This is an optimization exercise on Yosys and OpenROAD, whose aim is small area, not a production implementation. The RTL was checked by simulation tests, not by an equivalence proof against the original design.

<file path="flow/run.sh">
#!/bin/bash
# synth_recipe.tcl (not shown) runs the flow's synth.tcl, then flattens the netlist and writes it again
# the make line also repeats each setting of config.mk as NAME=value (left out here)
make -C /OpenROAD-flow-scripts/flow DESIGN_CONFIG=/design/flow/config.mk WORK_HOME=/design/flow/orfs CLKGATE_MAP_FILE= SYNTH_SCRIPT=/design/flow/synth_recipe.tcl finish
</file>
<file path="flow/config.mk">
export PLATFORM = sky130hd
export DESIGN_NAME = flt_alu
export DESIGN_NICKNAME = flt_alu
export VERILOG_FILES = /design/flow/design.v
export SDC_FILE = /design/flow/constraint.sdc
export NUM_CORES = 4
export LEC_CHECK = 0
export CAP_MARGIN = 20
export CORE_MARGIN = 2
export CORE_UTILIZATION = 40
export SLEW_MARGIN = 20
</file>
<file path="flow/constraint.sdc">
create_clock -name core_clock -period 12.0 [get_ports {clk}]
set_input_delay 2.4000 -clock core_clock [delete_from_list [all_inputs] [get_ports {clk}]]
set_output_delay 2.4000 -clock core_clock [all_outputs]
set_load 0.01 [all_outputs]
</file>
<file path="flow/design.v">
`timescale 1ns / 10ps
module gen_pipe
	#(
	parameter PIPE_WIDTH   = 9'd32,
		  PIPE_DEPTH   = 5'd4
	)
	(
	input				clk,
	input	[PIPE_WIDTH -1 :0]	din,
	output	[PIPE_WIDTH -1 :0]	dout
	);
	reg	[PIPE_WIDTH - 1:0]	pipe_reg [PIPE_DEPTH - 1:0];
	reg	[9:0]	n;
	always @(posedge clk) begin
		for(n=(PIPE_DEPTH[9:0] - 10'h1); n!=10'h0; n=n-10'h1)
			pipe_reg[n] <= pipe_reg[n-10'h1];
		pipe_reg[0] <= din;;
	end
	assign dout = pipe_reg[PIPE_DEPTH - 1];
endmodule
`timescale 1 ps / 1 ps
module flt_mult
	(
	input			clk,
	input			rstn,
	input	    [31:0]	afl,
	input	    [31:0]	bfl,
	output	reg [31:0]	fl
	);
reg	[47:0]	mfl_0;		 
reg		sfl_0;		 
reg	[7:0]	efl_0;		 
reg		zero_out_0;
reg		sfl_1;		 
reg	[7:0]	efl_1;		 
reg		zero_out_1;
reg		mfl47_1;	 
reg	[24:0]	nmfl_1;		 
reg 		not_mfl_47;
always @* not_mfl_47 = (~mfl47_1 & ~nmfl_1[24]);
always @(posedge clk, negedge rstn) begin
	if(!rstn) begin
		mfl_0 	   <= 48'h0;
		sfl_0 	   <= 1'b0;
		efl_0 	   <= 8'h0;
		zero_out_0 <= 1'b0;
		efl_1 	   <= 8'h0;
		sfl_1 	   <= 1'b0;
		zero_out_1 <= 1'b0;
		mfl47_1    <= 1'b0;
		nmfl_1     <= 25'h0;
		fl 	   <= 32'h0;
	end
	else begin
		mfl_0 <= {1'b1,afl[22:0]} * {1'b1,bfl[22:0]};
		sfl_0 <= afl[31] ^ bfl[31];
		efl_0 <= afl[30:23] + bfl[30:23] - 8'h7E;
		if((afl[30:0] == 0) || (bfl[30:0] == 0))zero_out_0 <= 1'b1;
		else zero_out_0 <= 1'b0;
		efl_1 <= efl_0;	
		sfl_1 <= sfl_0;	
		zero_out_1 <= zero_out_0;
		mfl47_1  <= mfl_0[47];
		if(mfl_0[47]) nmfl_1 <= mfl_0[47:24] + mfl_0[23];
		else 	      nmfl_1 <= mfl_0[47:23] + mfl_0[22];
		if(zero_out_1) fl <= 32'h0;
		else 	       fl <= {sfl_1,(efl_1 - not_mfl_47),nmfl_1[22:0]};
	end
end
endmodule
`timescale 1 ps / 1 ps
module flt_add_sub
  (
   input 	     clk,
   input 	     sub,
   input [31:0]      afl,
   input [31:0]      bfl,
   output reg [31:0] fl
   );
  reg [24:0] 	     ai_0;		 
  reg [24:0] 	     bi_0;		 
  reg 		     sub_0;
  reg [7:0] 	     aefl_0;		 
  reg [24:0] 	     n_ai_0;		 
  reg [24:0] 	     n_bi_0;		 
  reg [24:0] 	     n_mfl_0;	 
  reg 		     sfl_0;		 
  reg [24:0] 	     nn_mfl_0;	 
  reg [31:0] 	     afl_0;
  reg [31:0] 	     bfl_0;
  reg 		     afl_eq_bfl_0;
  reg 		     afl_eqz_0;
  reg 		     bfl_eqz_0;
  reg [24:0] 	     nn_mfl_1;	 
  reg [7:0] 	     nom_shft_1;	 
  reg [24:0] 	     nmfl_1;		 
  reg [7:0] 	     n_efl_1;	 
  reg 		     sub_1;
  reg 		     afl_eqz_1;
  reg 		     bfl_eqz_1;
  reg 		     afl_eq_bfl_1;
  reg [7:0] 	     aefl_1;		 
  reg 		     sfl_1;		 
  reg [31:0] 	     afl_1;
  reg [31:0] 	     bfl_1;
  reg [8:0] 	     agb;		 
  reg [8:0] 	     bga;		 
  always @* agb = bfl[30:23] - afl[30:23];
  always @* bga = afl[30:23] - bfl[30:23];
  always @(posedge clk) begin
    sub_0 <= sub;
    afl_0 <= afl;
    bfl_0 <= bfl;
    afl_eq_bfl_0 <= (afl[30:0] == bfl[30:0]) &
		    ((~sub & (afl[31] ^ bfl[31])) | (sub & (afl[31] ~^ bfl[31])));
    afl_eqz_0 <= ~|afl[30:0];
    bfl_eqz_0 <= ~|bfl[30:0];
    if(agb[8])  
      begin
	bi_0   <= {(sub ^ bfl[31]), ({1'b1,bfl[22:0]} >> (bga[7:0]))};
	ai_0   <= {afl[31], {1'b1,afl[22:0]}};
	aefl_0 <= afl[30:23];
			end
    else  
      begin
	ai_0   <= {afl[31], ({1'b1,afl[22:0]} >> (agb[7:0]))};
	aefl_0 <= bfl[30:23];
	bi_0   <= {(sub ^ bfl[31]), {1'b1,bfl[22:0]}};
      end
  end
  always @*
    begin
      case({ai_0[24],bi_0[24]})
	2'b00:begin
	  n_ai_0 = ai_0;
	  n_bi_0 = bi_0;
	end
	2'b11:begin
	  n_ai_0 = {1'b0,ai_0[23:0]};
	  n_bi_0 = {1'b0,bi_0[23:0]};
	end
	2'b10:begin
	  n_ai_0 = {ai_0[24],~ai_0[23:0]};
	  n_bi_0 = bi_0;
	end
	2'b01:begin
	  n_ai_0 = ai_0;
	  n_bi_0 = {bi_0[24],~bi_0[23:0]};
	end
      endcase
    end
  always @* n_mfl_0 = n_ai_0 + n_bi_0;
  always @*      
    begin
      casex({ai_0[24],bi_0[24],n_mfl_0[24]})
	3'b00x:sfl_0 = 1'b0;
	3'b11x:sfl_0 = 1'b1;
	3'b100:sfl_0 = 1'b0;
	3'b101:sfl_0 = 1'b1;
	3'b010:sfl_0 = 1'b0;
	3'b011:sfl_0 = 1'b1;
      endcase
    end
  always @*      
    begin
      casex({ai_0[24],bi_0[24],n_mfl_0[24]})
        3'b00x:nn_mfl_0 =  n_mfl_0[24:0];
        3'b11x:nn_mfl_0 =  n_mfl_0[24:0];
        3'b100:begin
          nn_mfl_0[23:0] =  n_mfl_0[23:0]+24'h1;
          nn_mfl_0[24] = 1'b0; 
        end
        3'b101:begin
          nn_mfl_0[23:0] = ~n_mfl_0[23:0];
          nn_mfl_0[24] = 1'b0;
        end
        3'b010:begin
          nn_mfl_0[23:0] =  n_mfl_0[23:0]+24'h1;
          nn_mfl_0[24] = 1'b0;
        end
        3'b011:begin
          nn_mfl_0[23:0] = ~n_mfl_0[23:0];
          nn_mfl_0[24] = 1'b0;
        end
      endcase
    end
  always @(posedge clk)
    begin
      sub_1 <= sub_0; 
      sfl_1 <= sfl_0; 
      afl_eqz_1 <= afl_eqz_0; 
      bfl_eqz_1 <= bfl_eqz_0; 
      afl_eq_bfl_1 <= afl_eq_bfl_0;
      aefl_1 <= aefl_0;
      afl_1 <= afl_0;
      bfl_1 <= bfl_0;
      nn_mfl_1 <= nn_mfl_0;
      nom_shft_1 <=0;
      casex(nn_mfl_0)
	25'b1xxxxxxxxxxxxxxxxxxxxxxxx: nom_shft_1 <=24;
	25'b01xxxxxxxxxxxxxxxxxxxxxxx: nom_shft_1 <=0;
	25'b001xxxxxxxxxxxxxxxxxxxxxx: nom_shft_1 <=1;
	25'b0001xxxxxxxxxxxxxxxxxxxxx: nom_shft_1 <=2;
	25'b00001xxxxxxxxxxxxxxxxxxxx: nom_shft_1 <=3;
	25'b000001xxxxxxxxxxxxxxxxxxx: nom_shft_1 <=4;
	25'b0000001xxxxxxxxxxxxxxxxxx: nom_shft_1 <=5;
	25'b00000001xxxxxxxxxxxxxxxxx: nom_shft_1 <=6;
	25'b000000001xxxxxxxxxxxxxxxx: nom_shft_1 <=7;
	25'b0000000001xxxxxxxxxxxxxxx: nom_shft_1 <=8;
	25'b00000000001xxxxxxxxxxxxxx: nom_shft_1 <=9;
	25'b000000000001xxxxxxxxxxxxx: nom_shft_1 <=10;
	25'b0000000000001xxxxxxxxxxxx: nom_shft_1 <=11;
	25'b00000000000001xxxxxxxxxxx: nom_shft_1 <=12;
	25'b000000000000001xxxxxxxxxx: nom_shft_1 <=13;
	25'b0000000000000001xxxxxxxxx: nom_shft_1 <=14;
	25'b00000000000000001xxxxxxxx: nom_shft_1 <=15;
	25'b000000000000000001xxxxxxx: nom_shft_1 <=16;
	25'b0000000000000000001xxxxxx: nom_shft_1 <=17;
	25'b00000000000000000001xxxxx: nom_shft_1 <=18;
	25'b000000000000000000001xxxx: nom_shft_1 <=19;
	25'b0000000000000000000001xxx: nom_shft_1 <=20;
	25'b00000000000000000000001xx: nom_shft_1 <=21;
	25'b000000000000000000000001x: nom_shft_1 <=22;
	25'b0000000000000000000000001: nom_shft_1 <=23;
	default: nom_shft_1 <=0;
      endcase
    end
  always @(nn_mfl_1 or nom_shft_1)
    begin
      if(nom_shft_1[4] & nom_shft_1[3])nmfl_1 = nn_mfl_1 >> 1;
      else nmfl_1 = nn_mfl_1 << nom_shft_1;
    end
  always @*	 
    begin
      if(nom_shft_1[4] & nom_shft_1[3])n_efl_1 = aefl_1+8'h1;
		else n_efl_1 = aefl_1 - nom_shft_1;
    end
  always @(posedge clk)
    begin
      casex({sub_1, afl_eqz_1, bfl_eqz_1, afl_eq_bfl_1})
        4'b0000: fl <= {sfl_1,n_efl_1,nmfl_1[22:0]};  
        4'b0010: fl <= afl_1; 	 
        4'b0100: fl <= bfl_1; 	 
        4'b011x: fl <= 0; 	 
        4'b1xx1: fl <= 0;	 
        4'b1xx0: fl <= {sfl_1,n_efl_1,nmfl_1[22:0]};  
        default: fl <= 0;  
      endcase
    end
endmodule
`timescale 1 ps / 1 ps
module flt_recip
   (
   input	 clk,
   input [31:0]	 denom,
   output [31:0] recip
   );
   wire [7:0]	 lutv; 
   flt_recip_rom u_flt_recip_rom
   	(
	.clk		(clk),
	.index		(denom[22:16]),
	.init_est	(lutv)
	);
   flt_recip_iter u_flt_recip_iter
      (
       .clk     	(clk),
       .X0         	(lutv),
       .denom      	(denom),
       .recip      	(recip)
       );
endmodule
module flt_recip_rom
  (
   input            clk,
   input      [6:0] index,
   output reg [7:0] init_est
   );
   always @(posedge clk) begin
      case (index)
        7'h00: init_est <= 8'hff;
        7'h01: init_est <= 8'hfb;
        7'h02: init_est <= 8'hf7;
        7'h03: init_est <= 8'hf3;
        7'h04: init_est <= 8'hef;
        7'h05: init_est <= 8'heb;
        7'h06: init_est <= 8'he8;
        7'h07: init_est <= 8'he4;
        7'h08: init_est <= 8'he1;
        7'h09: init_est <= 8'hdd;
        7'h0a: init_est <= 8'hda;
        7'h0b: init_est <= 8'hd6;
        7'h0c: init_est <= 8'hd3;
        7'h0d: init_est <= 8'hd0;
        7'h0e: init_est <= 8'hcc;
        7'h0f: init_est <= 8'hc9;
        7'h10: init_est <= 8'hc6;
        7'h11: init_est <= 8'hc3;
        7'h12: init_est <= 8'hc0;
        7'h13: init_est <= 8'hbd;
        7'h14: init_est <= 8'hba;
        7'h15: init_est <= 8'hb7;
        7'h16: init_est <= 8'hb4;
        7'h17: init_est <= 8'hb1;
        7'h18: init_est <= 8'hae;
        7'h19: init_est <= 8'hab;
        7'h1a: init_est <= 8'ha9;
        7'h1b: init_est <= 8'ha6;
        7'h1c: init_est <= 8'ha3;
        7'h1d: init_est <= 8'ha1;
        7'h1e: init_est <= 8'h9e;
        7'h1f: init_est <= 8'h9b;
        7'h20: init_est <= 8'h99;
        7'h21: init_est <= 8'h96;
        7'h22: init_est <= 8'h94;
        7'h23: init_est <= 8'h91;
        7'h24: init_est <= 8'h8f;
        7'h25: init_est <= 8'h8c;
        7'h26: init_est <= 8'h8a;
        7'h27: init_est <= 8'h88;
        7'h28: init_est <= 8'h85;
        7'h29: init_est <= 8'h83;
        7'h2a: init_est <= 8'h81;
        7'h2b: init_est <= 8'h7f;
        7'h2c: init_est <= 8'h7c;
        7'h2d: init_est <= 8'h7a;
        7'h2e: init_est <= 8'h78;
        7'h2f: init_est <= 8'h76;
        7'h30: init_est <= 8'h74;
        7'h31: init_est <= 8'h72;
        7'h32: init_est <= 8'h70;
        7'h33: init_est <= 8'h6e;
        7'h34: init_est <= 8'h6c;
        7'h35: init_est <= 8'h6a;
        7'h36: init_est <= 8'h68;
        7'h37: init_est <= 8'h66;
        7'h38: init_est <= 8'h64;
        7'h39: init_est <= 8'h62;
        7'h3a: init_est <= 8'h60;
        7'h3b: init_est <= 8'h5e;
        7'h3c: init_est <= 8'h5c;
        7'h3d: init_est <= 8'h5a;
        7'h3e: init_est <= 8'h59;
        7'h3f: init_est <= 8'h57;
        7'h40: init_est <= 8'h55;
        7'h41: init_est <= 8'h53;
        7'h42: init_est <= 8'h51;
        7'h43: init_est <= 8'h50;
        7'h44: init_est <= 8'h4e;
        7'h45: init_est <= 8'h4c;
        7'h46: init_est <= 8'h4b;
        7'h47: init_est <= 8'h49;
        7'h48: init_est <= 8'h47;
        7'h49: init_est <= 8'h46;
        7'h4a: init_est <= 8'h44;
        7'h4b: init_est <= 8'h43;
        7'h4c: init_est <= 8'h41;
        7'h4d: init_est <= 8'h3f;
        7'h4e: init_est <= 8'h3e;
        7'h4f: init_est <= 8'h3c;
        7'h50: init_est <= 8'h3b;
        7'h51: init_est <= 8'h39;
        7'h52: init_est <= 8'h38;
        7'h53: init_est <= 8'h36;
        7'h54: init_est <= 8'h35;
        7'h55: init_est <= 8'h33;
        7'h56: init_est <= 8'h32;
        7'h57: init_est <= 8'h31;
        7'h58: init_est <= 8'h2f;
        7'h59: init_est <= 8'h2e;
        7'h5a: init_est <= 8'h2c;
        7'h5b: init_est <= 8'h2b;
        7'h5c: init_est <= 8'h2a;
        7'h5d: init_est <= 8'h28;
        7'h5e: init_est <= 8'h27;
        7'h5f: init_est <= 8'h26;
        7'h60: init_est <= 8'h24;
        7'h61: init_est <= 8'h23;
        7'h62: init_est <= 8'h22;
        7'h63: init_est <= 8'h21;
        7'h64: init_est <= 8'h1f;
        7'h65: init_est <= 8'h1e;
        7'h66: init_est <= 8'h1d;
        7'h67: init_est <= 8'h1c;
        7'h68: init_est <= 8'h1a;
        7'h69: init_est <= 8'h19;
        7'h6a: init_est <= 8'h18;
        7'h6b: init_est <= 8'h17;
        7'h6c: init_est <= 8'h16;
        7'h6d: init_est <= 8'h14;
        7'h6e: init_est <= 8'h13;
        7'h6f: init_est <= 8'h12;
        7'h70: init_est <= 8'h11;
        7'h71: init_est <= 8'h10;
        7'h72: init_est <= 8'h0f;
        7'h73: init_est <= 8'h0e;
        7'h74: init_est <= 8'h0d;
        7'h75: init_est <= 8'h0b;
        7'h76: init_est <= 8'h0a;
        7'h77: init_est <= 8'h09;
        7'h78: init_est <= 8'h08;
        7'h79: init_est <= 8'h07;
        7'h7a: init_est <= 8'h06;
        7'h7b: init_est <= 8'h05;
        7'h7c: init_est <= 8'h04;
        7'h7d: init_est <= 8'h03;
        7'h7e: init_est <= 8'h02;
        7'h7f: init_est <= 8'h01;
      endcase
   end
endmodule
module flt_recip_iter
   (
   input	 clk,
   input [7:0]	 X0,
   input [31:0]	 denom,
   output reg [31:0] recip
   );
   reg		 sign;
   reg [30:23]	 exp;
   reg [22:0]	 B;
   wire [24:0]	 round;
   reg  [32:0]	 mult1;
   wire [32:8]	 round_mult1;
   reg  [34:0]	 mult2;
   reg  [41:0]	 mult3;
   wire [25:0]	 round_mult3;
   reg  [43:0]	 mult4;
   wire [24:0]	 sub1;
   wire [25:0]	 sub2;
   reg		 sign1, sign1a, sign2, sign2a;
   reg [30:23]	 exp1, exp1a, exp2, exp3;
   reg [7:0]	 X0_reg;
   wire [24:0]	 pipe1;
   reg [17:0]	 X1_reg;
   reg [22:0]	 B1;
   reg [22:0]	 B1a;
   wire [30:23]	 exp_after_norm;
   reg [23:0]	 round_after_norm;
   always @(posedge clk) begin
   	sign <= denom[31];
   	exp  <= denom[30:23];
   	B    <= denom[22:0];
   end
   always @(posedge clk) begin
   	 mult1  <= ({1'b1,B} * {1'b1,X0});
	 X0_reg <= X0;
	 sign1  <= sign;
	 exp1   <= 8'hFE - exp;
	 B1     <= B;
   end
   assign round_mult1  = mult1[32:8] + mult1[7];
   assign pipe1 =  (~round_mult1) + 25'h1;  
   always @(posedge clk) begin
	 mult2  <= (pipe1 * {1'b1,X0_reg});
	 exp1a  <= exp1;
	 sign1a <= sign1;
	 B1a    <= B1;
   end
   always @(posedge clk) begin
   	 mult3 <= ({1'b1,B1a} * mult2[33:16]);
	 sign2a <= sign1a;
	 exp2 <= exp1a;
	 X1_reg <= mult2[33:16];
   end
   assign round_mult3 = mult3[40:15] + mult3[14];
   assign sub2 = ~(round_mult3) + 26'h1;  
   always @(posedge clk) begin
	 exp3  <= exp2;
   	 mult4 <= (X1_reg * sub2);
	 sign2 <= sign2a;
   end
   assign round = mult4[41:18] + mult4[17];
   assign exp_after_norm = exp3 - !round[24];
   always @(round) begin
      if (round[24]) begin  
	 round_after_norm <= round[24:1];
      end
      else begin            
	 round_after_norm <= round[23:0];
      end
   end
   always @(posedge clk) recip <= {sign2,exp_after_norm,round_after_norm[22:0]};
endmodule
`timescale 1 ps / 1 ps
module flt_int
	(
	input	      	clk,
	input	[31:0]	afl,
	output reg	[31:0]	fl
	);
reg	[22:0]	mask_1;
reg	[31:0]	afl_1;
always @(posedge clk)
	begin
		afl_1 <= afl;
		casex(afl[30:23])
		8'b1000_0000:mask_1 <= 23'b10000000000000000000000;
		8'b1000_0001:mask_1 <= 23'b11000000000000000000000;
		8'b1000_0010:mask_1 <= 23'b11100000000000000000000;
		8'b1000_0011:mask_1 <= 23'b11110000000000000000000;
		8'b1000_0100:mask_1 <= 23'b11111000000000000000000;
		8'b1000_0101:mask_1 <= 23'b11111100000000000000000;
		8'b1000_0110:mask_1 <= 23'b11111110000000000000000;
		8'b1000_0111:mask_1 <= 23'b11111111000000000000000;
		8'b1000_1000:mask_1 <= 23'b11111111100000000000000;
		8'b1000_1001:mask_1 <= 23'b11111111110000000000000;
		8'b1000_1010:mask_1 <= 23'b11111111111000000000000;
		8'b1000_1011:mask_1 <= 23'b11111111111100000000000;
		8'b1000_1100:mask_1 <= 23'b11111111111110000000000;
		8'b1000_1101:mask_1 <= 23'b11111111111111000000000;
		8'b1000_1110:mask_1 <= 23'b11111111111111100000000;
		8'b1000_1111:mask_1 <= 23'b11111111111111110000000;
		8'b1001_0000:mask_1 <= 23'b11111111111111111000000;
		8'b1001_0001:mask_1 <= 23'b11111111111111111100000;
		8'b1001_0010:mask_1 <= 23'b11111111111111111110000;
		8'b1001_0011:mask_1 <= 23'b11111111111111111111000;
		8'b1001_0100:mask_1 <= 23'b11111111111111111111100;
		8'b1001_0101:mask_1 <= 23'b11111111111111111111110;
		8'b1001_011x:mask_1 <= 23'b11111111111111111111111;
		8'b101x_xxxx:mask_1 <= 23'b11111111111111111111111;
		8'b11xx_xxxx:mask_1 <= 23'b11111111111111111111111;
		default: mask_1 <= 23'b11111111111111111111111;
		endcase
	end
always @(posedge clk)
	begin
		if(afl_1[30]) fl <= {afl_1[31:23],(mask_1 & afl_1[22:0])};
		else if(&afl_1[29:23]) fl <= {afl_1[31:23],23'h0};
		else fl <= 0;
	end
endmodule
`timescale 1 ps / 1 ps
module flt_det
	(
	input		clk,
	input		rstn,
	input [128:0]	data_in,
	output [31:0]	det_fp
	);
wire [31:0] m0_s_fp;
wire [31:0] m1_s_fp;
reg [2:0]   sub_pipe;
always @(posedge clk, negedge rstn)
	if(!rstn) sub_pipe <= 3'b000;
	else sub_pipe <= {sub_pipe[1:0], data_in[128]};
flt_mult u0_flt_mult(clk, rstn, data_in[127:96], data_in[95:64], m0_s_fp);
flt_mult u1_flt_mult(clk, rstn, data_in[63:32],  data_in[31:0],  m1_s_fp);
flt_add_sub u4_flt_add_sub(clk, sub_pipe[2], m0_s_fp, m1_s_fp, det_fp);
endmodule
`timescale 1 ps / 1 ps
module flt_div
	(
	input		clk,
	input		rstn,
	input [63:0]	numer_denom,
	output [31:0]	div_result
	);
wire	[31:0]	numer_d_fp;
wire	[31:0]	quot_fp;
flt_recip u0_flt_recip(.clk(clk), .denom(numer_denom[31:0]), .recip(quot_fp));
gen_pipe #(32, 6) u0_gen_pipe(.clk(clk), .din(numer_denom[63:32]), .dout(numer_d_fp));
flt_mult u2_flt_mult(clk, rstn, numer_d_fp, quot_fp, div_result);
endmodule
`timescale 1 ps / 1 ps
module flt_alu
	(
	input		clk,
	input		rstn,
	input	[64:0]	sum_0,
	input	[64:0]	sum_1,
	input	[64:0]	sum_2,
	input	[64:0]	sum_3,
	input	[128:0]	det,
	input	[63:0]	div,
	output	[31:0]	s0_s,
	output	[31:0]	s1_s,
	output	[31:0]	s2_s,
	output	[31:0]	s3_s,
	output	[31:0]	det_s,
	output	[31:0]	div_result,
	output	[31:0]	int0_s,
	output	[31:0]	int1_s
	);
flt_add_sub u0_flt_add_sub(clk, sum_0[64], sum_0[63:32], sum_0[31:0], s0_s);
flt_add_sub u1_flt_add_sub(clk, sum_1[64], sum_1[63:32], sum_1[31:0], s1_s);
flt_add_sub u2_flt_add_sub(clk, sum_2[64], sum_2[63:32], sum_2[31:0], s2_s);
flt_add_sub u3_flt_add_sub(clk, sum_3[64], sum_3[63:32], sum_3[31:0], s3_s);
flt_det u0_flt_det(clk, rstn, det, det_s);
flt_div u0_flt_div(.clk(clk), .rstn(rstn), .numer_denom(div), .div_result(div_result));
flt_int u0_flt_int(clk, s0_s, int0_s);
flt_int u1_flt_int(clk, s1_s, int1_s);
endmodule
</file>
==> reports/results.txt <==
Status = timing/DRC/antenna clean
Synth-to-layout area growth = 11.4%
Final std cells w/o fill = 27900
Crit path largest cell delay = 1.23 ns
Congestion Overflow GR = 0
Post-synth ARST share = 13.8%
Crit path capture type = flip-flop
Setup Skew = 0.0915 ns
XOR/XNOR Fraction of Synth Area = 3.75%
Final setup fails = 0
Ranking of synthesized cells by area = fa_1, dfxtp_1, ha_1, inv_1, nand2_1
Critical path class = in -> reg
Pre-CTS WS = 0.770 ns
Share of layout cells above drive strength 1 = 5.01%
Synth top area share = 26.1%
RePlAce Congestion = 0.908
Post-synth EDFFs = 0
Initial Util = 40.2%
Worst hold path startpoint = u0_flt_div.u0_gen_pipe.pipe_reg[3][29]$_DFF_P_
Worst Path Arrival = 10.90 ns
Max-slew headroom = 13.3%
Final Hold Violating Endpoints = 0
Critical path, cell by cell = clkdlybuf4s50_1 > nand2_1 > fa_1 > inv_1 > fa_1 > inv_1 > fa_1 > fa_1 > inv_1 > fa_1 > inv_1 > fa_1 > inv_1 > fa_1 > ha_1 > a2111oi_0 > nand3_1 > a41oi_1 > o31ai_1 > a31oi_1 > o211ai_1 > nand3_1 > o21ai_0 > o311a_1
Simple logic cell fraction of the synthesized area = 16.2%
Post-cts hold buffer count = 0
Register area share after synthesis = 24.4%
Crit Path Max Fanout = 25
Die area = 487000 um^2
Vias = 147000
Total CTS buffers = 235
Gr usage total = 22.5%
Main synth FF type = dfxtp_1
Chip height = 698 um
Compound-cell area share of the yosys netlist = 10.7%
Largest net degree at the start of global routing = 165
#FFs+latches synth = 2267
Most common cell in the netlist = inv_1
Cell taking the most area after synthesis = fa_1
Hold Slack = 0.311 ns
Clk sink count = 2267
Number of core rows = 254
Number of maximum-capacitance violations = 0
Root Driver = clkbuf_16
CP top delay family = adder cells
Routed WL = 557000 um
Setup WS post-layout = 1.84 ns
Critical Path Most Common Cell = fa_1
CP startpoint kind = primary input
CP required = 12.75 ns
Critical R2R Launch = u0_flt_div.u0_flt_recip.u_flt_recip_iter.mult3[14]$_DFF_P_
Mapped Nets = 25200
Wirelength per Cell = 20.0 um
Port Buffers = 710
Largest family of logic cells by synthesized area = adder cells
Vias in the first global route = 150000
Post-route ant nets = 0
Unrepaired setup endpoints after global routing = no
Mean post-synth cell area = 9.13 um^2
Hold crit path type = reg -> reg
# IOs = 711
Design area = 215000 um^2
Worst setup startpoint = det[9]
CTS tree = yes
Detailed router's first-iteration violation count = 11400
CP max stage cell = clkdlybuf4s50_1
Mapped Area = 193000 um^2
Commonest cells post-synth = inv_1, nand2_1, fa_1
Slew Viols, Final = 0
Synth Warn # = 8
DP Cell Count = 27500
Post-CTS Setup Bufs = 0
Post-DP HPWL = 428000 um
Core ar. = 479000 um^2
Mux cell area share after synthesis = 3.31%
Fin crit period = 10.16 ns
Final Util = 44.8%
Final setup TNS = 0 ns
Buffers plus inverters on the worst setup path = 6
Clk pin slew, worst setup/hold paths = 0.08 ns
Dpl cell area = 206000 um^2
Die width = 698 um
Post_cts resized = 0
Cell count after synthesis = 21100
Clock latency on the worst-skew pair = 0.98 ns
Remaining DRCs = 0
Yosys cell types = 120
CTS H-Tree Depth = 4
DR vias/cell = 5.27
Least-Margin Pin Slew = 1.29 ns
First drt pass iteration count = 7
Max Fclk = 0.0985 GHz
Initial antenna violation count = 40
Max FFs per register = 192
Synth Area in Adders = 33.6%
First-pass GRT wire length = 873000 um
Tcrit/Tclk final = 84.6%
Clk buf depth = 4
Nets = 25400
worst register-to-register path, delay by kind of cell, from the launching register on:
kind                       cells  cell delay (ns)
adders and majority gates      9             3.90
AOI/OAI and AO/OA             10             2.37
and+or+nand+nor                7             2.18
xor gates and xnor gates       3             1.00
DFF                            1             0.32
muxes                          1             0.20
buffers and inverters          3             0.17
worst paths after layout:
kind	end	cells past startpoint	slack (ns)
setup / recovery	u0_flt_det.u1_flt_mult.mfl_0[47]$_DFF_PN0_	24	1.84
hold / removal	u0_flt_div.u0_gen_pipe.pipe_reg[4][29]$_DFF_P_	0	0.31
setup reg to reg	u0_flt_div.u0_flt_recip.u_flt_recip_iter.mult4[41]$_DFF_P_	33	1.84
hold reg to reg	u0_flt_div.u0_gen_pipe.pipe_reg[4][29]$_DFF_P_	0	0.31
max in group asynchronous	u0_flt_det.u1_flt_mult.nmfl_1[2]$_DFF_PN0_	3	8.26
min in group asynchronous	u0_flt_div.u2_flt_mult.fl[22]$_DFF_PN0_	1	1.56
kinds of logic (layout without fill, tap and decap cells):
| group | after synthesis | after routing |
|---|---|---|
| simple gates | 6480 | 6480 |
| fa+ha+maj | 3674 | 3674 |
| compound gates | 3266 | 3266 |
| xor+xnor | 826 | 826 |
| flops | 2267 | 2267 |
| other cells | 0 | 17 |
| mux | 468 | 468 |
| buf+inv | 4132 | 4526 |
layout by cell type, fill, tap and decap left out, types with 534 or more instances in the layout:
cell             count
a21oi_1            907
and2_1            1252
clkdlybuf4s50_1    705
dfxtp_1           1943
fa_1              2515
ha_1              1154
inv_1             3078
nand2_1           2812
nor2_1             838
o21ai_0            932
xnor2_1            534
layout make-up:
class | count | area, um^2
sequential | 2267 | 47000
tap | 6400 | 8010
antenna | 17 | 42.5
clock buffer | 314 | 6770
fill | 46500 | 265000
timing repair buffer | 1002 | 9310
inverter | 3085 | 11600
multi-input combinational | 14700 | 130000
clock inverter | 125 | 1550
per-layer routing:
metal | track usage, % | wire length (um) | up-vias
met5 | 0 | 55 | -
met3 | 3.08 | 34600 | 905
met1 | 30.8 | 246000 | 73200
met4 | 6.70 | 17300 | 8
met2 | 37.1 | 260000 | 4718
li1 | - | - | 68300

[what the ideal ports hide]
How much do the figures lean on ideal ports? The routed layout below was timed once more, with nothing changed but the port constraints.
Step 1 (the two cells are an assumption about what drives the block):
set clk [get_ports {clk}]
set_driving_cell -lib_cell sky130_fd_sc_hd__clkbuf_16 $clk
set_driving_cell -lib_cell sky130_fd_sc_hd__buf_2 [delete_from_list [all_inputs] $clk]
Step 2 adds t to the input delays and takes it off the output delays; t is the mean of the earliest and latest rising clock arrival at the registers after step 1. Input paths then give back, and output paths get back, about the clock's delay inside the block.
Three values: no drivers, after step 1, after step 2; two values: the first two.
shift t [ns]: 0.993
slack for setup (ns): 1.843 / 1.845 / 0.879
worst setup path at the end: input to register
After both steps this run still meets setup and hold. The setup slack of this run moves by +0.002 ns with the drivers and by -0.964 ns with both steps.
